From an optimization exercise on the open Yosys and OpenROAD flow, aimed at small area; shortcuts taken in it are not production practice.
Where RTL was checked, it was by simulation tests only, not by an equivalence proof against the original.
Function not checked in runs 1 and 2: the RTL went through the layout flow alone.
The clock input has no modelled driver; a real chip could not lean on it and would need a root buffer or a full tree.
Power and IR drop assume default switching activity.

### config.mk
export PLATFORM = sky130hd
export DESIGN_NAME = HRALM4
export DESIGN_NICKNAME = HRALM4
export VERILOG_FILES = /design/flow/design.v
export SDC_FILE = /design/flow/constraint.sdc
export NUM_CORES = 4
export LEC_CHECK = 0
export CAP_MARGIN = 20
export CORE_MARGIN = 2
export CORE_UTILIZATION = 40
export GPL_TIMING_DRIVEN = 0
export PLACE_DENSITY_LB_ADDON = 0.2
export SLEW_MARGIN = 20
### constraint.sdc
create_clock -name core_clock -period 12.0 [get_ports {clk}]
set_input_delay 2.4000 -clock core_clock [delete_from_list [all_inputs] [get_ports {clk}]]
set_output_delay 2.4000 -clock core_clock [all_outputs]
set_load 0.01 [all_outputs]
### design.v
module HRALM4(
    input  [15:0] x,
    input  [15:0] y,
    input         clk,
    input         rst,
    output [31:0] p
    );
    wire [15:0] ax = {3'b0, x[12:0] ^ {13{x[13]}}};
    wire zx8 = ~|ax[15:8];
    wire [15:0] bx = zx8 ? {ax[7:0], 8'd0} : ax;
    wire zx4 = ~|bx[15:12];
    wire [15:0] cx = zx4 ? {bx[11:0], 4'd0} : bx;
    wire zx2 = ~|cx[15:14];
    wire [15:0] dx = zx2 ? {cx[13:0], 2'd0} : cx;
    wire zx1 = ~dx[15];
    wire [2:0] fx = zx1 ? dx[13:11] : dx[14:12];
    wire [3:0] kx = ~{zx8, zx4, zx2, zx1};
    wire nzx = dx[15] | dx[14];
    wire [15:0] ay = {1'b0, y[14:0] ^ {15{y[15]}}};
    wire zy8 = ~|ay[15:8];
    wire [15:0] by = zy8 ? {ay[7:0], 8'd0} : ay;
    wire zy4 = ~|by[15:12];
    wire [15:0] cy = zy4 ? {by[11:0], 4'd0} : by;
    wire zy2 = ~|cy[15:14];
    wire [15:0] dy = zy2 ? {cy[13:0], 2'd0} : cy;
    wire zy1 = ~dy[15];
    wire [2:0] fy = zy1 ? dy[13:11] : dy[14:12];
    wire [3:0] ky = ~{zy8, zy4, zy2, zy1};
    wire nzy = dy[15] | dy[14];
    wire [7:0] lc;
    wire [7:0] ls;
    assign ls[0] = ~(fx[0] ^ fy[0]);
    assign lc[1] = fx[0] | fy[0];
    wire [6:1] la = {kx, fx[2:1]};
    wire [6:1] lb = {ky, fy[2:1]};
    genvar i;
    for (i = 1; i < 7; i = i + 1) begin : g_la
        FA la_fa(.a(la[i]), .b(lb[i]), .c(lc[i]), .s(ls[i]), .co(lc[i+1]));
    end
    assign ls[7] = lc[7];
    wire xo  = x[13] ^ x[14];
    wire one = ~rst & xo;
    wire two = ~rst & ~xo & (x[15] ^ x[14]);
    wire neg = x[15] & (one | two);
    wire [16:0] mag = ({17{one}} & {y[15], y}) | ({17{two}} & {y, 1'b0});
    reg  [16:0] pp1;
    reg         sf;
    reg  [7:0]  L;
    reg         s, nz;
    always @(posedge clk) begin
        pp1 <= mag ^ {17{neg}};
        sf  <= neg;
        L   <= ls;
        s   <= x[13] ^ y[15];
        nz  <= ~rst & nzx & nzy;
    end
    wire [3:0]  t  = L[6:3];
    wire [3:0]  w0 = {1'b1, L[2:0]};
    wire [4:0]  u1 = t[0] ? {w0, 1'b0} : {1'b0, w0};
    wire [6:0]  u2 = t[1] ? {u1, 2'b0} : {2'b0, u1};
    wire [10:0] u3 = t[2] ? {u2, 4'b0} : {4'b0, u2};
    wire [18:0] u4 = t[3] ? {u3, 8'b0} : {8'b0, u3};
    wire [15:0] v  = u4[18:3];
    wire h0   = nz & s;
    wire h1lo = nz & (s ^ ~L[7]);
    wire h1hi = nz & (s ^ L[7]);
    wire [29:0] pp0;
    for (i = 0; i < 16; i = i + 1) begin : g_lo
        assign pp0[i] = v[i] ? h1lo : h0;
    end
    for (i = 0; i < 12; i = i + 1) begin : g_hi
        assign pp0[16+i] = v[i] ? h1hi : h0;
    end
    assign pp0[29:28] = {h0, h0};
    wire [17:0] ha = {pp0[29], pp0[29], pp0[29:14]};
    wire [17:0] hb = {pp1[16], pp1};
    wire [17:0] hi;
    wire [17:0] hc;
    assign hc[0] = sf;
    for (i = 0; i < 16; i = i + 1) begin : g_ha
        FA ha_fa(.a(ha[i]), .b(hb[i]), .c(hc[i]), .s(hi[i]), .co(hc[i+1]));
    end
    wire hx = ha[16] ^ hb[16];
    assign hi[16] = hx ^ hc[16];
    assign hi[17] = hx ? hi[16] : ha[16];
    assign p = {hi, pp0[13:0]};
endmodule
module FA(
    input  a,
    input  b,
    input  c,
    output s,
    output co
    );
    assign s  = a ^ b ^ c;
    assign co = (a & b) | (c & (a ^ b));
endmodule
### flow/run.sh
#!/bin/bash
# Own layout flow: the standard ORFS flow, with
#  - synthesis as synth_recipe.tcl, but module FA kept apart and mapped onto
#    the library's full-adder cell, and ABC mapping with an area-oriented
#    script (flow/area.abc) instead of the ORFS one, without adder extraction;
#  - port buffers of the smallest buffer cell;
#  - clock tree options from flow/cts_args (no dummy loads), and the
#    clock tree's second level folded into its root buffer (clk_merge.tcl).
# Each make run writes its output to a log file of its own here; ORFS keeps
# each tool's log under orfs/logs.
set -euo pipefail
W=$PWD
export MY_WORK=$W
export MY_ABC_SCRIPT=$W/flow/area.abc
export MY_FA_MAP=$W/flow/fa_map.v
ARGS=("SYNTH_SCRIPT=$W/flow/synth.tcl" "ADDER_MAP_FILE=" "SYNTH_KEEP_MODULES=FA"
      "BUFFER_PORTS_ARGS=-buffer_cell sky130_fd_sc_hd__buf_1"
      "CTS_ARGS=$(cat $W/flow/cts_args)")
bash standard.sh "${ARGS[@]}" synth > $W/log_synth.txt 2>&1
bash standard.sh "${ARGS[@]}" cts > $W/log_cts.txt 2>&1
export MY_RES=$W/orfs/results/$FLOW_PLATFORM/HRALM4/base
openroad -no_init -exit $W/flow/clk_merge.tcl > $W/log_clk_merge.txt 2>&1
bash standard.sh "${ARGS[@]}" finish > $W/log_layout.txt 2>&1
### flow/area.abc
strash; &get -n; &deepsyn -T 30; &put; dch -f; amap; 
### flow/clk_merge.tcl
# After clock tree synthesis: the design has no register-to-register path,
# so one buffer can drive every register clock pin. Fold the clock tree's
# second-level buffers into the root buffer: their sinks move to the root
# buffer's output net, the buffers and their nets are removed, and the root
# buffer becomes a clkbuf_16 to drive them all (then placed legally again).
read_db $::env(MY_RES)/4_cts.odb
set block [ord::get_db_block]
set clkport [$block findBTerm clk]
set cnet [$clkport getNet]
set roots {}
foreach it [$cnet getITerms] { lappend roots [$it getInst] }
if {[llength $roots] != 1} { error "clock port drives [llength $roots] cells" }
set root [lindex $roots 0]
set rootout {}
foreach it [$root getITerms] {
  if {[$it isOutputSignal]} { set rootout [$it getNet] }
}
set n 0
foreach it [$rootout getITerms] {
  set inst [$it getInst]
  if {$inst eq $root} { continue }
  set m [[$inst getMaster] getName]
  if {![string match "sky130_fd_sc_hd__clkbuf_*" $m]} { continue }
  set onet {}
  foreach jt [$inst getITerms] {
    if {[$jt isOutputSignal]} { set onet [$jt getNet] }
  }
  foreach jt [$onet getITerms] {
    if {[$jt getInst] eq $inst} { continue }
    $jt disconnect
    $jt connect $rootout
  }
  odb::dbInst_destroy $inst
  odb::dbNet_destroy $onet
  incr n
}
set db [ord::get_db]
if {$n > 0} { $root swapMaster [$db findMaster sky130_fd_sc_hd__clkbuf_16] }
puts "clk_merge: folded $n buffers into [$root getName] ([[$root getMaster] getName])"
detailed_placement
check_placement -verbose
write_db $::env(MY_RES)/4_cts.odb
### flow/cts_args
-sink_clustering_enable -repair_clock_nets -dont_use_dummy_load -buf_list sky130_fd_sc_hd__clkbuf_8 -sink_clustering_size 30 -sink_clustering_max_diameter 200
### flow/fa_map.v
(* techmap_celltype = "FA" *)
module _map_FA(input a, input b, input c, output s, output co);
  sky130_fd_sc_hd__fa_1 _TECHMAP_REPLACE_ (.A(a), .B(b), .CIN(c), .SUM(s), .COUT(co));
endmodule
### flow/synth.tcl
# synth_recipe.tcl, except that ABC maps with an area-oriented script and
# without the ORFS delay constraints (-D, -constr), and that instances of
# module FA become the library's full-adder cell before ABC runs.
proc abc {args} {
  set out {}
  set i 0
  while {$i < [llength $args]} {
    set a [lindex $args $i]
    if {$a in {-script -constr -D}} { incr i 2; continue }
    lappend out $a
    incr i
  }
  yosys techmap -map $::env(MY_FA_MAP)
  yosys delete FA
  yosys abc -script $::env(MY_ABC_SCRIPT) {*}$out
}
source $::env(MY_WORK)/synth_recipe.tcl
### standard.sh
#!/bin/bash
# synth_recipe.tcl (not shown) runs the flow's synth.tcl, then flattens the netlist and writes it again
# the make line also repeats each setting of config.mk as NAME=value (left out here)
make -C /OpenROAD-flow-scripts/flow DESIGN_CONFIG=/design/flow/config.mk WORK_HOME=/design/flow/orfs CLKGATE_MAP_FILE= SYNTH_SCRIPT=/design/flow/synth_recipe.tcl "${@:-finish}"
==> results_dict.tcl, run 1 <==
set metrics [dict create \
    mostFrequentLayoutCell "buf_1" \
    antenna_found_initial 0 \
    hp-start "rst" \
    gr-total-overflow 0 \
    worstPathRequired_ns 9.60 \
    ys_ff_latch 28 \
    synth_cell_types 25 \
    dpl_cell_area_um2 2800 \
    vdd_ir_drop_max_v 0.0000760 \
    whs_endpoint "nz" \
    synth_edf_count 0 \
    hpwlAfterDp_mm 4.92 \
    clkTransAtPathRegs_ns 0.09 \
    synth_flop_cell "dfxtp_1" \
    worst-path-stages 25 \
    p_per_area_nw_per_um2 146 \
    worst_slew_margin_rel 0.458 \
    crit_top_cell "fa_1" \
    max_stage_delay_ns 0.46 \
    grt_max_degree 29 \
    die_area_um2 6760 \
    synthCells 340 \
    ys_seq_area_frac 0.229 \
    hold_path.class "input port to register" \
    cts_hold_repair.buffers 0 \
    finalSetupViolCount 0 \
    crit_type "register to primary output" \
    period_minus_slack_ns 10.75 \
    fin_tns_setup_ns 0 \
    max_cap_violations 0 \
    async_reset_ff_frac 0 \
    area_growth_pct 15.7 \
    path_max_fanout 5 \
    core_um2 5920 \
    dr.pass1.iters 7 \
    track_usage 0.186 \
    syn_avg_cell_area_um2 7.20 \
    drt-initial-drc-count 154 \
    endpoint_kind "primary output" \
    die_w_um 82.2 \
    mostFrequentLayoutCells "buf_1, nor2_1, o22ai_1" \
    pin_count 66 \
    worst_slew_pin_slew_ns 0.809 \
    cp_num_buf_inv 2 \
    via_count 2532 \
    dieHeight_um 82.2 \
    drv_slew 0 \
    clkSinkCount 28 \
    drive_above_1_share 0.0123 \
    combPwrFrac 0.603 \
    final_antenna_net_count 0 \
    ys_warn_count 1 \
    synth_area_um2 2450 \
    drt-wirelength-per-cell_um 12.1 \
    fin_ws_ns 1.25 \
    clock.fmax_ghz 0.0930 \
    postCtsResizedCells 0 \
    critPathLaunchType "register" \
    power_frac_clock 0.087 \
    rsz0062_at_grt "no" \
    status "no timing/DRC/antenna violations" \
    port_buffers 65 \
    critical_path.top_delay_family "adder cells" \
    core.rowCount 28 \
    p_int_mw 0.219 \
    fin_util 0.478 \
    place_ws_ns 1.50 \
    grt_pass1_vias 2024 \
    p_sw_mw 0.195 \
    post_cts_buffers 0 \
    arrival_ns 8.35 \
    synth_nets 396 \
    crit_slowest_cell "fa_1" \
    yosysTopAreaCellShare 0.229 \
    initial_core_util 0.414 \
    p_leak_nw 0.997 \
    n_antenna_cell 0 \
    netSwitchingFraction 0.471 \
    synth_top_cell_by_area "dfxtp_1" \
    synth_area_leaders "dfxtp_1, fa_1, o22ai_1" \
    fin_nets 465 \
    grt_pass1_wl_mm 9.45 \
    drc_errors 0 \
    postRouteWirelength_mm 5.83 \
    vias_per_cell 5.25 \
    gp_congestion 0.857 \
    whs_path_depth 2 \
    fin_crit_sh 0.896 \
    hold_violations 0 \
    seqPwrFrac 0.310 \
    whs_ns 2.55 \
    stdcell_area_um2 2830 \
]
[flip-flops by register name (all words and copies together), names as in the netlist]
signal	flops
L	8
pp1	17
nz	1
sf	1
s	1
[cell families after synthesis]
logic type | Yosys count | synth area share
AO/OA/AOI/OAI | 132 | 0.319
adder cells (fa/ha/maj) | 22 | 0.180
buffers and inverters | 37 | 0.0567
flip-flops | 28 | 0.229
AND/OR/NAND/NOR | 121 | 0.215
[synthesized netlist by cell type, drive strengths merged (2+ instances only)]
| cell | number |
|---|---|
| o21ai | 41 |
| clkinv | 37 |
| a31oi | 2 |
| a211oi | 4 |
| dfxtp | 28 |
| o22ai | 42 |
| o21a | 3 |
| fa | 22 |
| nor2b | 2 |
| or3 | 5 |
| or2 | 15 |
| o22a | 6 |
| nor2 | 56 |
| nand4 | 2 |
| nor3 | 5 |
| nand2 | 34 |
| a21oi | 28 |
[power by group through the flow]
stage	clock network [mW]	logic (mW)	registers, mW
6_report	0.0359	0.250	0.129
3_5_place_dp	0	0.250	0.131
2_1_floorplan	0	0.188	0.127
4_1_cts	0.0473	0.250	0.129
3_3_place_gp	0	0.245	0.131
5_1_grt	0.0403	0.288	0.132
[per-stage QoR]
step                      total power, mW  std cells
after global routing                0.460        482
final                               0.414        482
after detailed placement            0.381        481
after floorplan                     0.315        340
after CTS                           0.426        484
after global placement              0.376        480
[metal layers]
layer / routed length, µm / track usage / vias up / part of all wire
met4: 36 / 0.0200 / 0 / 0.0062
met5: 0 / 0 / - / 0
met1: 2900 / 0.289 / 1071 / 0.50
met2: 2480 / 0.297 / 97 / 0.42
li1: - / - / 1362 / -
met3: 423 / 0.00543 / 2 / 0.073
[worst max path at each step]
stage	endpoint	slack (ns)	start
3_3_place_gp	p[30]	1.58	L[3]
4_1_cts	p[30]	1.18	L[3]
5_1_grt	p[30]	0.75	L[3]
6_report	p[30]	1.25	L[3]
3_5_place_dp	p[30]	1.50	L[3]
2_1_floorplan	p[30]	1.98	L[3]
[final cells by class]
class | instances | area [µm²]
Fill cell | 583 | 3090
Multi-Input combinational cell | 275 | 1760
Sequential cell | 28 | 561
Timing Repair Buffer | 66 | 251
Inverter | 37 | 139
Tap cell | 75 | 93.8
Clock buffer | 1 | 25.0
==> run 2: changes to the inputs <==
--- a/flow/run.sh
+++ b/flow/run.sh
@@ -3,4 +3,5 @@
 #  - synthesis as synth_recipe.tcl, but module FA kept apart and mapped onto
-#    the library's full-adder cell, and ABC mapping with an area-oriented
-#    script (flow/area.abc) instead of the ORFS one, without adder extraction;
+#    the library's full-adder cell, and ABC mapping with area-oriented
+#    scripts (flow/abc/*.abc, the smallest result kept) instead of the ORFS
+#    one, without adder extraction;
 #  - port buffers of the smallest buffer cell;
@@ -13,3 +14,3 @@
 export MY_WORK=$W
-export MY_ABC_SCRIPT=$W/flow/area.abc
+export MY_ABC_DIR=$W/flow/abc
 export MY_FA_MAP=$W/flow/fa_map.v
==> flow/abc/a1.abc (new file) <==
strash; &get -n; &deepsyn -T 30; &put; &get -n; &dch -f; &nf -R 1000; &put
==> flow/abc/a2.abc (new file) <==
strash; &get -n; &deepsyn -T 30; &put; dch -f; amap; 
==> flow/abc/a3.abc (new file) <==
strash; &get -n; &deepsyn -T 30; &put; dch -f; amap -m
==> flow/abc/a4.abc (new file) <==
strash; &get -n; &deepsyn -T 30; &put; dch -f; amap -A 10 -F 3
==> flow/synth.tcl (replaced) <==
# synth_recipe.tcl, except that instances of module FA become the library's
# full-adder cell before ABC runs, and that ABC maps with area-oriented
# scripts (flow/abc/*.abc) instead of the ORFS one, without the ORFS delay
# constraints (-D, -constr): each script maps the same netlist, and the
# mapping with the smallest cell area is kept.
proc abc {args} {
  set out {}
  set lib {}
  set i 0
  while {$i < [llength $args]} {
    set a [lindex $args $i]
    if {$a in {-script -constr -D}} { incr i 2; continue }
    if {$a eq "-liberty"} { set lib [lindex $args [expr {$i + 1}]] }
    lappend out $a
    incr i
  }
  yosys techmap -map $::env(MY_FA_MAP)
  yosys delete FA
  yosys design -save my_pre_abc
  set best {}
  set best_area 0
  set k 0
  foreach scr [lsort [glob $::env(MY_ABC_DIR)/*.abc]] {
    yosys design -load my_pre_abc
    yosys abc -script $scr {*}$out
    set f $::env(MY_WORK)/abc_stat_$k.txt
    yosys tee -q -o $f stat -liberty $lib
    set fh [open $f r]
    set txt [read $fh]
    close $fh
    if {![regexp {Chip area for module '\\HRALM4': ([0-9.]+)} $txt -> area]} {
      error "no area for ABC script $scr"
    }
    puts "ABC script [file tail $scr]: cell area $area"
    if {$best eq {} || $area < $best_area} {
      set best $scr
      set best_area $area
      yosys design -save my_best_abc
    }
    incr k
  }
  puts "ABC script kept: [file tail $best] (cell area $best_area)"
  yosys design -load my_best_abc
}
source $::env(MY_WORK)/synth_recipe.tcl
removed: flow/area.abc
==> results_dict.tcl, run 2 <==
set metrics [dict create \
    status "no timing/DRC/antenna violations" \
    post_cts_buffers 0 \
    synth_top_family_by_area "compound AO/OA/AOI/OAI gates" \
    synthXorXnorAreaFrac 0 \
    pin_count 66 \
    die_area_um2 6750 \
    instances_no_fill 479 \
    cts_hold_repair.buffers 0 \
    critPathLaunchType "register" \
    synth_edf_count 0 \
    hp-start "rst" \
    arrival_ns 8.43 \
    grt_pass1_vias 2273 \
    hold_path.class "input port to register" \
    postRouteWirelength_mm 6.11 \
    drc_errors 0 \
    synthCells 336 \
    synth_area_um2 2440 \
    period_minus_slack_ns 10.83 \
    synth.most_common_cell "nor2_1" \
    worstPathRequired_ns 9.60 \
    postCtsResizedCells 0 \
    yosys-top-cells-count "nor2_1, o21ai_0, o22ai_1, clkinv_1, a21oi_1" \
    p_leak_nw 0.981 \
    yosysTopAreaCellShare 0.230 \
    p_per_area_nw_per_um2 144 \
    worst_slew_margin_rel 0.425 \
    track_usage 0.193 \
    reg_top3 "pp1 x17, L x8" \
    finalSetupViolCount 0 \
    crit_start "L[3]" \
    yosys.area_share.adder 0.180 \
    worst_slew_pin_slew_ns 0.862 \
    synth_top_cell_by_area "dfxtp_1" \
    port_buffers 65 \
    dieHeight_um 82.1 \
    fill_cells 601 \
    clkSinkCount 28 \
    synthSimpleGateAreaFrac 0.186 \
    whs_endpoint "nz" \
    gr-total-overflow 0 \
    antenna_found_initial 0 \
    ys_seq_area_frac 0.230 \
    whs_path_depth 2 \
    final_antenna_net_count 0 \
    endpoint_kind "primary output" \
    initial_core_util 0.413 \
    clkTransAtPathRegs_ns 0.10 \
    ys_ff_latch 28 \
    grt_max_degree 29 \
    via_count 2573 \
    path_max_fanout 7 \
    fin_nets 462 \
    synth_cell_types 27 \
    dpl.cell_count 478 \
    hold_violations 0 \
    crit_type "register to primary output" \
    n_antenna_cell 0 \
    max_cap_violations 0 \
    syn_avg_cell_area_um2 7.27 \
    synth_compound_area_frac 0.343 \
    gp_congestion 0.949 \
    synth_area_leaders "dfxtp_1, fa_1, o22ai_1" \
    drt-initial-drc-count 272 \
    core.rowCount 28 \
    fin_crit_sh 0.902 \
    area.sequential_um2 561 \
    hpwlAfterDp_mm 5.07 \
    grt_pass1_wl_mm 9.69 \
    clock.fmax_ghz 0.0923 \
    whs_ns 2.49 \
    area_growth_pct 16.0 \
    regMostFlops "pp1" \
    core_um2 5920 \
    fin_tns_setup_ns 0 \
    ys_warn_count 1 \
    drt-wirelength-per-cell_um 12.8 \
    vdd_ir_drop_max_v 0.0000631 \
    rsz0062_at_grt "no" \
    synth_nets 392 \
    synth_mux_area_frac 0 \
    drv_slew 0 \
    multi_input_area_um2 1740 \
    vias_per_cell 5.37 \
    die_w_um 82.1 \
    stdcell_area_um2 2830 \
    drive_above_1_share 0.0149 \
    largest_reg_flops 17 \
    async_reset_ff_frac 0 \
    mostFrequentLayoutCells "buf_1, nor2_1, o21ai_0" \
    dr.pass1.iters 7 \
    dpl_cell_area_um2 2800 \
    synth_flop_cell "dfxtp_1" \
    mostFrequentLayoutCell "buf_1" \
]
==> run 2: worst max path at each step <==
stage	end	cells past startpoint
detailed placement	p[30]	25
finish	p[30]	25
global placement	p[30]	25
CTS	p[30]	25
global route	p[30]	25
floorplan	p[30]	24
==> run 2: worst max-delay path, cell delays in order (launching register included) <==
cell,delay [ns]
dfxtp_1,0.39
clkinv_1,0.18
o21ai_0,0.39
nor2_1,0.12
nor2_1,0.10
a21oi_1,0.07
fa_1,0.48
fa_1,0.40
fa_1,0.39
fa_1,0.40
fa_1,0.42
fa_1,0.40
fa_1,0.39
fa_1,0.39
fa_1,0.39
fa_1,0.39
fa_1,0.38
fa_1,0.38
fa_1,0.39
fa_1,0.39
fa_1,0.39
fa_1,0.41
o21ai_0,0.30
nand2_1,0.08
o21ai_0,0.08
buf_1,0.17
==> run 2: cell families after synthesis <==
group	count (synthesis)
AND/OR/NAND/NOR	105
adder cells (fa/ha/maj)	22
AO/OA/AOI/OAI	141
flip-flops	28
buffers and inverters	40
==> run 2: routing by layer <==
| layer | global-route usage | wire length (µm) | up-vias |
|---|---|---|---|
| met5 | 0 | 0 | - |
| met4 | 0.0500 | 114 | 0 |
| met3 | 0.0326 | 431 | 10 |
| met2 | 0.311 | 2670 | 106 |
| met1 | 0.270 | 2900 | 1104 |
| li1 | - | - | 1353 |
==> run 2: per-stage QoR <==
stage                      util  worst slack, ns  power (mW)
final                     0.478             1.17       0.408
after global routing      0.478            0.855       0.454
after CTS                 0.481             1.09       0.421
after detailed placement  0.474             1.39       0.374
after global placement    0.470             1.57       0.367
after floorplan               -             1.98       0.308
==> run 2: power by group <==
group | internal, mW | total [mW] | switching (mW) | leakage (nW)
clock network | 0.0154 | 0.0367 | 0.0213 | 0.0123
logic | 0.0870 | 0.245 | 0.158 | 0.734
registers | 0.111 | 0.127 | 0.0153 | 0.235
==> run 2: final cells by class <==
type                            instances  share of cell area
Inverter                               40              0.0530
Clock buffer                            1             0.00883
Tap cell                               75              0.0331
Timing Repair Buffer                   67              0.0928
Sequential cell                        28               0.198
Multi-Input combinational cell        268               0.614
==> run 3: changes to the inputs <==
--- a/design.v
+++ b/design.v
@@ -43,3 +43,3 @@
     wire two = ~rst & ~xo & (x[15] ^ x[14]);
-    wire neg = x[15] & (one | two);
+    wire neg = x[15];
     wire [16:0] mag = ({17{one}} & {y[15], y}) | ({17{two}} & {y, 1'b0});
==> flow/abc/a5.abc (new file) <==
strash; &get -n; &deepsyn -T 30; &put; dch -f; amap -A 10 -F 3 -m
==> results_dict.tcl, run 3 <==
set metrics [dict create \
    worst_slew_margin_rel 0.534 \
    die_area_um2 6710 \
    crit_chain "clkinv_1, nor2_1, a31oi_1, fa_1, fa_1, fa_1, fa_1, fa_1, fa_1, fa_1, fa_1, fa_1, fa_1, fa_1, fa_1, fa_1, fa_1, fa_1, fa_1, o21ai_0, nand2_1, o21ai_0, buf_1" \
    yosys-top-cells-count "o21ai_0, o22ai_1, nand2_1, clkinv_1, nor2_1" \
    async_reset_ff_frac 0 \
    fin_crit_sh 0.913 \
    via_count 2508 \
    reg_top3 "pp1 x17, L x8" \
    die_w_um 81.9 \
    mostFrequentLayoutCell "buf_1" \
    synthCells 333 \
    core.rowCount 28 \
    combPwrFrac 0.602 \
    fin_tns_setup_ns 0 \
    core_um2 5890 \
    ys_ff_latch 28 \
    synth_nets 389 \
    grt_pass1_vias 2177 \
    hold_violations 0 \
    pin_count 66 \
    vias_per_cell 5.28 \
    gr-total-overflow 0 \
    vdd_ir_drop_max_v 0.0000744 \
    critPathLaunchType "register" \
    fin_util 0.477 \
    endpoint_kind "primary output" \
    regMostFlops "pp1" \
    postRouteWirelength_mm 6.03 \
    hold_path.class "input port to register" \
    max_cap_violations 0 \
    synth.most_common_cell "o21ai_0" \
    p_int_mw 0.214 \
    clock.fmax_ghz 0.0913 \
    initial_core_util 0.412 \
    antenna_found_initial 0 \
    worstPathRequired_ns 9.60 \
    yosysTopAreaCellShare 0.231 \
    hpwlAfterDp_mm 5.01 \
    dpl_cell_area_um2 2780 \
    n_antenna_cell 0 \
    synth_edf_count 0 \
    max_stage_delay_ns 0.47 \
    dieHeight_um 81.9 \
    worst_slew_pin_slew_ns 0.695 \
    gp_congestion 0.896 \
    path_max_fanout 8 \
    crit_type "register to primary output" \
    ys_warn_count 1 \
    finalSetupViolCount 0 \
    synth_area_leaders "dfxtp_1, fa_1, o22ai_1" \
    final_antenna_net_count 0 \
    synth_cell_types 28 \
    whs_endpoint "sf" \
    whs_path_depth 1 \
    synth_flop_cell "dfxtp_1" \
    track_usage 0.195 \
    mostFrequentLayoutCells "buf_1, o21ai_0, o22ai_1" \
    synth_area_um2 2430 \
    rsz0062_at_grt "no" \
    drc_errors 0 \
    grt_pass1_wl_mm 9.72 \
    netSwitchingFraction 0.480 \
    cp_num_buf_inv 2 \
    p_sw_mw 0.198 \
    crit_top_cell "fa_1" \
    drv_slew 0 \
    p_per_area_nw_per_um2 147 \
    largest_reg_flops 17 \
    stdcell_area_um2 2810 \
    area_growth_pct 15.7 \
    power_frac_clock 0.094 \
    ys_seq_area_frac 0.231 \
    crit_slowest_cell "dfxtp_1" \
    clkTransAtPathRegs_ns 0.10 \
    cts_hold_repair.buffers 0 \
    clkSinkCount 28 \
    drt-wirelength-per-cell_um 12.7 \
    drt-initial-drc-count 113 \
    port_buffers 65 \
    fin_nets 458 \
    drive_above_1_share 0.00750 \
    syn_avg_cell_area_um2 7.29 \
    synth_top_cell_by_area "dfxtp_1" \
    p_leak_nw 0.936 \
    grt_max_degree 34 \
    critical_path.top_delay_family "adder cells" \
    postCtsResizedCells 0 \
    total_power_mw 0.412 \
    hp-start "x[15]" \
    status "no timing/DRC/antenna violations" \
    arrival_ns 8.55 \
    post_cts_buffers 0 \
    seqPwrFrac 0.303 \
    period_minus_slack_ns 10.95 \
    dr.pass1.iters 5 \
]
run 3: how the worst max path moves through the flow:
| stage | startpoint | to | slack (ns) | depth (start not counted) |
|---|---|---|---|---|
| floorplan | L[5] | p[30] | 1.90 | 22 |
| global placement | L[5] | p[30] | 1.44 | 23 |
| detailed placement | L[5] | p[30] | 1.26 | 23 |
| CTS | L[5] | p[30] | 0.97 | 23 |
| global route | L[5] | p[30] | 0.53 | 23 |
| finish | L[5] | p[30] | 1.05 | 23 |
run 3: power groups by stage:
stage	clock network (mW)	registers (mW)	logic, mW
after CTS	0.0513	0.125	0.250
after global routing	0.0433	0.127	0.286
after floorplan	0	0.124	0.185
after detailed placement	0	0.127	0.249
final	0.0389	0.125	0.248
after global placement	0	0.127	0.243
run 3: kinds of logic after synthesis:
family | synth area share
compound gates | 0.343
simple gates | 0.184
buf+inv | 0.0603
flops | 0.231
fa+ha+maj | 0.181
run 3: layer usage:
metal / vias up / global-route usage / wire (µm)
met1: 1069 / 0.281 / 2780
met2: 83 / 0.324 / 2780
met5: - / 0 / 0
li1: 1352 / - / -
met3: 4 / 0.0154 / 414
met4: 0 / 0.0350 / 55
run 3: metrics by stage:
step	setup WS (ns)	hold WS [ns]	std cells
floorplan	1.90	2.43	333
global placement	1.44	2.63	473
detailed placement	1.26	2.64	474
CTS	0.972	2.33	477
global route	0.529	2.45	475
finish	1.05	2.46	475
run 3: layout make-up:
type	instances	area, µm²
Clock buffer	1	25.0
Fill cell	636	3080
Inverter	39	146
Multi-Input combinational cell	266	1720
Sequential cell	28	561
Tap cell	75	93.8
Timing Repair Buffer	66	259
==> run 4: changes to the inputs <==
--- a/config.mk
+++ b/config.mk
@@ -7,3 +7,3 @@
 export LEC_CHECK = 0
-export CAP_MARGIN = 20
+export CAP_MARGIN = 0
 export CORE_MARGIN = 2
@@ -12,2 +12,2 @@
 export PLACE_DENSITY_LB_ADDON = 0.2
-export SLEW_MARGIN = 20
+export SLEW_MARGIN = 0
==> results_dict.tcl, run 4 <==
set metrics [dict create \
    instances_no_fill 474 \
    crit_slowest_cell "dfxtp_1" \
    combPwrFrac 0.603 \
    p_int_mw 0.213 \
    power_frac_clock 0.093 \
    drive_above_1_share 0.00501 \
    hpwlAfterDp_mm 4.97 \
    ys_ff_latch 28 \
    ys_seq_area_frac 0.231 \
    dieHeight_um 81.9 \
    area_growth_pct 15.1 \
    core.rowCount 28 \
    fin_tns_setup_ns 0 \
    critPathLaunchType "register" \
    whs_ns 2.46 \
    max_cap_violations 0 \
    period_minus_slack_ns 10.90 \
    p_leak_nw 0.929 \
    rsz0062_at_grt "no" \
    via_count 2559 \
    initial_core_util 0.412 \
    largest_reg_flops 17 \
    crit_chain "clkinv_1, nor2_1, a31oi_1, fa_1, fa_1, fa_1, fa_1, fa_1, fa_1, fa_1, fa_1, fa_1, fa_1, fa_1, fa_1, fa_1, fa_1, fa_1, fa_1, o21ai_0, nand2_1, o21ai_0, buf_1" \
    grt_pass1_vias 2154 \
    hold_violations 0 \
    grt_max_degree 34 \
    ys_warn_count 1 \
    p_per_area_nw_per_um2 147 \
    die_area_um2 6710 \
    synth_edf_count 0 \
    drv_slew 0 \
    clkSinkCount 28 \
    drt-initial-drc-count 117 \
    synthCells 333 \
    finalSetupViolCount 0 \
    n_antenna_cell 0 \
    hold_path.class "input port to register" \
    worst_slew_margin_rel 0.387 \
    async_reset_ff_frac 0 \
    endpoint_kind "primary output" \
    port_buffers 65 \
    post_cts_buffers 0 \
    seqPwrFrac 0.304 \
    netSwitchingFraction 0.480 \
    crit_top_cell "fa_1" \
    fin_crit_sh 0.908 \
    crit_type "register to primary output" \
    track_usage 0.191 \
    synth.most_common_cell "o21ai_0" \
    postRouteWirelength_mm 5.92 \
    synth_nets 389 \
    core_um2 5890 \
    final_antenna_net_count 0 \
    reg_top3 "pp1 x17, L x8" \
    synth_area_um2 2430 \
    fin_nets 457 \
    drc_errors 0 \
    path_max_fanout 8 \
    dr.pass1.iters 6 \
    total_power_mw 0.409 \
    worstPathRequired_ns 9.60 \
    arrival_ns 8.50 \
    max_stage_delay_ns 0.46 \
    status "no timing/DRC/antenna violations" \
    mostFrequentLayoutCells "buf_1, o21ai_0, o22ai_1" \
    synth_flop_cell "dfxtp_1" \
    yosys-top-cells-count "o21ai_0, o22ai_1, nand2_1, clkinv_1, nor2_1" \
    vias_per_cell 5.40 \
    pin_count 66 \
    synth_cell_types 28 \
    p_sw_mw 0.196 \
    cts_hold_repair.buffers 0 \
    postCtsResizedCells 0 \
    synth_area_leaders "dfxtp_1, fa_1, o22ai_1" \
    vdd_ir_drop_max_v 0.0000808 \
    synth_top_cell_by_area "dfxtp_1" \
    gr-total-overflow 0 \
    regMostFlops "pp1" \
    gp_congestion 0.896 \
    clock.fmax_ghz 0.0918 \
    mostFrequentLayoutCell "buf_1" \
    dpl.cell_count 473 \
    worst_slew_pin_slew_ns 0.919 \
    antenna_found_initial 0 \
    yosysTopAreaCellShare 0.231 \
    drt-wirelength-per-cell_um 12.5 \
    syn_avg_cell_area_um2 7.29 \
    clkTransAtPathRegs_ns 0.10 \
    die_w_um 81.9 \
    grt_pass1_wl_mm 9.54 \
]
-- run 4: logic make-up (layout without fill, tap and decap cells) --
family                     Yosys count  count (layout)  share of synthesized area
AOI/OAI and AO/OA                  141             141                      0.343
adders and majority gates           22              22                      0.181
buffers and inverters               39             105                     0.0603
DFF                                 28              28                      0.231
and+or+nand+nor                    103             103                      0.184
-- run 4: critical path: cells and delay by family, from the launching register on --
family | cells | cell delay (ns)
AOI/OAI and AO/OA | 3 | 0.56
adders and majority gates | 16 | 6.41
buffers and inverters | 2 | 0.38
DFF | 1 | 0.46
and+or+nand+nor | 2 | 0.52
-- run 4: metal layers --
layer  track usage  vias up  wire, µm
li1              -     1356         -
met1         0.268     1110      2740
met2         0.334       89      2760
met3       0.00879        4       367
met4        0.0250        0        56
met5             0        -         0
-- run 4: worst paths after layout --
path | from | to | cells after the start
setup / recovery | L[5] | p[30] | 23
hold / removal | x[15] | sf | 1
-- run 4: cell type report --
cell class / instances / area (µm²)
inverter: 39 / 146
timing repair buffer: 65 / 244
clock buffer: 1 / 25.0
sequential: 28 / 561
multi-input combinational: 266 / 1720
tap: 75 / 93.8
fill: 645 / 3090
-- run 4: stage by stage --
stage           util  setup slack (ns)  instance area [µm²]
2_1_floorplan      -              1.90                 2430
3_3_place_gp   0.470              1.44                 2770
3_5_place_dp   0.470              1.31                 2770
4_1_cts        0.477              1.02                 2810
5_1_grt        0.474             0.690                 2790
6_report       0.474              1.10                 2790
-- run 4: power groups by stage --
stage | clock network, mW | registers, mW | logic, mW
3_5_place_dp | 0 | 0.127 | 0.248
2_1_floorplan | 0 | 0.124 | 0.185
6_report | 0.0379 | 0.125 | 0.247
3_3_place_gp | 0 | 0.127 | 0.243
5_1_grt | 0.0422 | 0.127 | 0.284
4_1_cts | 0.0506 | 0.125 | 0.249

-- separate check: timing with driven ports --
In the flow no input, the clock included, has a driving cell. The finished layouts below were timed again as built, in two steps.
Step 1 assumes that a clkbuf_16 drives the clock port and a buf_2 every other input.
Step 2 moves the port delays by t, midway between the first and last clock arrival at a register: inputs arrive t later, outputs are due t later. That takes back most of the time a late clock gives input paths.
Three values: ideal, step 1, step 2; two values: the first two.
| run | t, ns | slack for setup (ns) | hold slack, ns | worst register clock-pin slew, ns | pins driven straight from the clock port |
|---|---|---|---|---|---|
| run 1 | 0.183 | 1.250 / 1.222 / 1.405 | 2.551 / 2.547 / 2.730 | 0.09 / 0.09 | 1 |
| run 2 | 0.189 | 1.172 / 1.141 / 1.329 | 2.489 / 2.485 / 2.673 | 0.10 / 0.10 | 1 |
| run 3 | 0.197 | 1.049 / 1.015 / 1.212 | 2.457 / 2.443 / 2.640 | 0.10 / 0.10 | 1 |
| run 4 | 0.190 | 1.105 / 1.075 / 1.265 | 2.459 / 2.450 / 2.640 | 0.10 / 0.10 | 1 |
After both steps setup and hold are still met in every run listed.
